From an optimization exercise on the open Yosys and OpenROAD flow, aimed at small area and a short achievable clock period; shortcuts taken in it are not production practice.
RTL that was checked went through simulation tests only; none was proved equivalent to the original.

==> inputs of exp/juniper <==
// plastic_neuron
module plastic_neuron (
    input wire clk,
    input wire rst,
    input wire [15:0] input_signal,
    input wire [15:0] feedback_error,
    input wire enable_learning,
    output wire [31:0] output_signal
);
==> flow/config.mk <==
export PLATFORM = sky130hd
export DESIGN_NAME = plastic_neuron
export DESIGN_NICKNAME = plastic_neuron
export VERILOG_FILES = /design/flow/design.v
export SDC_FILE = /design/flow/constraint.sdc
export NUM_CORES = 4
export LEC_CHECK = 0
export CAP_MARGIN = 20
export CORE_MARGIN = 2
export CORE_UTILIZATION = 40
export SETUP_SLACK_MARGIN = 2.5
export SLEW_MARGIN = 20
==> flow/constraint.sdc <==
create_clock -name core_clock -period 7.0 [get_ports {clk}]
set_input_delay 1.4000 -clock core_clock [delete_from_list [all_inputs] [get_ports {clk}]]
set_output_delay 1.4000 -clock core_clock [all_outputs]
set_load 0.01 [all_outputs]
run.sh (not shown) runs the stock make flow with config.mk's settings and CLKGATE_MAP_FILE= SYNTH_SCRIPT=/design/flow/synth_recipe.tcl, a recipe that flattens the netlist after the stock synthesis.
==> exp/tundra: changes against exp/juniper <==
SETUP_SLACK_MARGIN = 3.5   (was 2.5)
==> comparison <==
Synthesized cell count is the same in exp/tundra and exp/juniper. Against exp/tundra, the fmax of exp/juniper is higher by 0.45%. Against exp/juniper, the sequential share of layout area of exp/tundra is lower by 2.2 points. Clock skew: exp/juniper is lower than exp/tundra (5.7 ps). Final cell count: exp/juniper is lower than exp/tundra (about 5%).
Function was not checked in any run of this note: the RTL went through the layout flow alone.

* * *

==> run a <==
plastic_neuron, a different RTL version from the one above (not shown whole).
==> flow/design.v (excerpt) <==
module plastic_neuron (
    input wire clk,
    input wire rst,
    input wire [15:0] input_signal,
    input wire [15:0] feedback_error,
    input wire enable_learning,
    output wire [31:0] output_signal
);
export LEC_CHECK = 0
export CAP_MARGIN = 20
export CORE_MARGIN = 2
export CORE_UTILIZATION = 40
export SLEW_MARGIN = 20
create_clock -name core_clock -period 7.0 [get_ports {clk}]
==> run b (differences from run a) <==
--- a/flow/design.v
+++ b/flow/design.v
@@ -799,14 +799,21 @@
   assign s379 = nb144 ^ c324;
   assign c380 = nb144 & c324;
   assign s381 = pp136 ^ pp135;
   assign c382 = pp136 & pp135;
   wire [31:0] pa = {c382, c380, c378, c376, c374, c372, c370, c368, c366, c364, c362, c360, c358, c356, c354, c352, c350, c348, c346, c344, c342, c340, c338, c336, c334, c332, c330, c328, c326, s325, pp2, neg0};
   wire [31:0] pb = {1'b1, s381, s379, s377, s375, s373, s371, s369, s367, s365, s363, s361, s359, s357, s355, s353, s351, s349, s347, s345, s343, s341, s339, s337, s335, s333, s331, s329, s327, pp18, 1'b0, pp1};
-  wire [31:0] prod = pa + pb;
-  reg [31:0] prod_q;
+  wire [6:0] lo_d = pa[5:0] + pb[5:0];
+  reg [6:0] lo_q;
+  reg [25:0] ha_q, hb_q;
   always @(posedge clk or posedge rst) begin
-    if (rst) prod_q <= 32'd0;
-    else prod_q <= prod;
+    if (rst) begin
+      ha_q <= 26'd0; hb_q <= 26'd0;
+      lo_q <= 7'd0;
+    end else begin
+      ha_q <= pa[31:6];
+      hb_q <= pb[31:6];
+      lo_q <= lo_d;
+    end
   end
-  assign output_signal = prod_q;
+  assign output_signal = {ha_q + hb_q + {25'd0, lo_q[6]}, lo_q[5:0]};
 endmodule
- SETUP_SLACK_MARGIN: default -> 3.0
==> results.sh <==
export IMPL_vias=6454
export IMPL_run_status="no timing/DRC/antenna violations"
The numbers above come from run b.

==> results.sh <==
export IMPL_reg_top3="prod_q (31), weight (15)"
export IMPL_final_area_um2=8882
export IMPL_tapCellCount=260
export IMPL_run_status="no timing/DRC/antenna violations"
export IMPL_syn_inst=832
export IMPL_vias=6066
The numbers above come from run a.

No run of this note included a check of the RTL's function; only the layout flow was run.

* * *

==> exp/garnet <==
plastic_neuron, a different RTL version from the one above (not shown whole).
==> flow/config.mk <==
export PLATFORM = sky130hd
export DESIGN_NAME = plastic_neuron
export DESIGN_NICKNAME = plastic_neuron
export VERILOG_FILES = /design/flow/design.v
export SDC_FILE = /design/flow/constraint.sdc
export NUM_CORES = 4
export LEC_CHECK = 0
export CAP_MARGIN = 5
export CORE_MARGIN = 2
export CORE_UTILIZATION = 40
export SETUP_SLACK_MARGIN = 3.0
export SLEW_MARGIN = 5
export SYNTH_HIERARCHICAL = 1
==> flow/constraint.sdc <==
create_clock -name core_clock -period 7.0 [get_ports {clk}]
set_input_delay 1.4000 -clock core_clock [delete_from_list [all_inputs] [get_ports {clk}]]
set_output_delay 1.4000 -clock core_clock [all_outputs]
set_load 0.01 [all_outputs]
standard.sh (not shown) runs the stock make flow with config.mk's settings and CLKGATE_MAP_FILE= SYNTH_SCRIPT=/design/flow/synth_recipe.tcl, a recipe that flattens the netlist after the stock synthesis.
==> flow/flow/run.sh <==
#!/bin/bash
# Layout flow: the standard flow (standard.sh) with the standard
# synthesis unchanged, and two changes to how the layout is made:
#  - the I/O port buffers are plain buf_2 cells (which repair_timing can
#    size) instead of the delay buffers buffer_ports picks on its own;
#  - clock tree synthesis builds from clkbuf_8 cells and adds no dummy loads.
# Each step logs to its own file in this folder.
set -euo pipefail
bash standard.sh synth > synth.log 2>&1
bash standard.sh BUFFER_PORTS_ARGS="-buffer_cell sky130_fd_sc_hd__buf_2" \
  CTS_ARGS="-sink_clustering_enable -repair_clock_nets -dont_use_dummy_load -buf_list sky130_fd_sc_hd__clkbuf_8" \
  finish > layout.log 2>&1
==> inputs of exp/umber, as changes to exp/garnet <==
--- a/flow/design.v
+++ b/flow/design.v
@@ -1104,6 +1104,12 @@
 module pn_nor2 (input wire a, input wire b, output wire y);
   assign y = ~(a | b);
 endmodule
+module pn_nand3 (input wire a, input wire b, input wire c, output wire y);
+  assign y = ~(a & b & c);
+endmodule
+module pn_xor2e (input wire a, input wire b, input wire e, output wire y);
+  assign y = (a ^ b) & e;
+endmodule
 module pn_xor2 (input wire a, input wire b, output wire y);
   assign y = a ^ b;
 endmodule
==> flow/flow/run.sh (replaced) <==
#!/bin/bash
# Layout flow: the standard flow (standard.sh) with the standard
# synthesis unchanged; the I/O port buffers are plain buf_2 cells (sizeable
# by repair_timing) instead of the delay buffers buffer_ports picks, and an
# area-recovery pass runs after global routing. Each step logs to its own
# file in this folder.
set -euo pipefail
bash standard.sh synth > synth.log 2>&1
bash standard.sh BUFFER_PORTS_ARGS="-buffer_cell sky130_fd_sc_hd__buf_2" \
  POST_GLOBAL_ROUTE_TCL="$PWD/flow/post_grt.tcl" finish > layout.log 2>&1
==> flow/flow/post_grt.tcl (new file) <==
# Area recovery after global routing, keeping the setup margin the flow
# repaired to.
report_tns
report_wns
repair_timing -recover_power 100 -setup_margin 3.0 -verbose
report_tns
report_wns
CAP_MARGIN = 20   (was 5)
SLEW_MARGIN = 20   (was 5)
==> inputs of exp/willow, as changes to exp/garnet <==
--- a/flow/design.v
+++ b/flow/design.v
@@ -1104,6 +1104,12 @@
 module pn_nor2 (input wire a, input wire b, output wire y);
   assign y = ~(a | b);
 endmodule
+module pn_nand3 (input wire a, input wire b, input wire c, output wire y);
+  assign y = ~(a & b & c);
+endmodule
+module pn_xor2e (input wire a, input wire b, input wire e, output wire y);
+  assign y = (a ^ b) & e;
+endmodule
 module pn_xor2 (input wire a, input wire b, output wire y);
   assign y = a ^ b;
 endmodule
==> flow/flow/run.sh (replaced) <==
#!/bin/bash
# Layout flow: the standard flow (standard.sh), with the standard
# synthesis unchanged, and the I/O port buffers made from the plain buffer
# family (buf_N) instead of the delay-buffer cells buffer_ports picks on its
# own, so that repair_timing can size them. Each step's output goes to its
# own log in this folder.
set -euo pipefail
bash standard.sh synth > synth.log 2>&1
bash standard.sh BUFFER_PORTS_ARGS="-buffer_cell sky130_fd_sc_hd__buf_2" finish > layout.log 2>&1
SETUP_SLACK_MARGIN = 3.1   (was 3.0)
==> comparison table <==
| metric | exp/umber | exp/garnet | exp/willow |
|---|---|---|---|
| Result of the run | failed layout checks | no timing/DRC/antenna violations | no timing/DRC/antenna violations |
| Layout check failures | max-capacitance violations, max-slew violations | - | - |
| Later-pin clock latency in the skew report | 0.35 ns | 0.38 ns | 0.35 ns |
| Worst setup path end | cut_q[49] | output_signal[20] | output_signal[28] |
| Clock-cell share of area | 3.67% | 1.37% | 3.21% |
| Initial antenna violation count | 0 | 0 | 1 |
| Slowest cell on the critical path | o21ai_0 | dfrtp_1 | dfrtp_1 |
| Number of design-rule violations left by the first detailed-router iteration | 450 | 534 | 406 |
| Routed length on met1 | 8730 um | 8400 um | 8450 um |
| Non-Filler Cell Area, Final | 9080 um^2 | 9070 um^2 | 9350 um^2 |
| Minimum clock period after layout | 5.03 ns | 3.86 ns | 3.83 ns |
| Layout Area Growth over Synthesis | 7.07% | 6.92% | 10.3% |
| Area of all sequential standard cells | 1950 um^2 | 1950 um^2 | 1950 um^2 |
| Wire length per cell after detailed routing | 17.6 um | 17.5 um | 17.9 um |
| Startpoint of the most critical hold path | weight[8] | weight[8] | weight[14] |
| CP max FO | 26 | 3 | 3 |
| Count of plain and timing-repair buffers in the layout | 83 | 87 | 87 |
| Overall global routing resource usage | 18.5% | 18.3% | 19.0% |
No functional check of the RTL was part of exp/umber and exp/willow.

port drivers added, routing unchanged:
Ports are ideal in the flow. The routed layouts listed here were re-timed in OpenROAD. Step 1 (the two cells are an assumption about what drives the block):
set clk [get_ports {clk}]
set_driving_cell -lib_cell sky130_fd_sc_hd__clkbuf_16 $clk
set_driving_cell -lib_cell sky130_fd_sc_hd__buf_2 [delete_from_list [all_inputs] $clk]
Step 2 also shifts input and output timing later by t, the mid clock arrival at the registers, as if the neighbouring blocks saw the same clock. Three values: ideal ports, drivers, drivers and shift; two values: the first two.
run	t (ns)	slack for setup (ns)	clock arrival spread, ns
exp/juniper	0.388	2.599 / 2.556 / 2.259	0.008 / 0.008
exp/tundra	0.387	2.579 / 2.538 / 2.925	0.014 / 0.015
run a	0.352	0.691 / 0.693 / 0.341	0.012 / 0.012
run b	0.389	2.695 / 2.648 / 2.720	0.013 / 0.014
exp/garnet	0.402	3.144 / 3.106 / 2.803	0.024 / 0.024
exp/umber	0.389	1.965 / 1.966 / 1.966	0.009 / 0.008
exp/willow	0.385	3.170 / 3.129 / 2.828	0.005 / 0.005
The setup slack of run a, which loses most, moves by +0.002 ns with the drivers and by -0.350 ns with both steps.
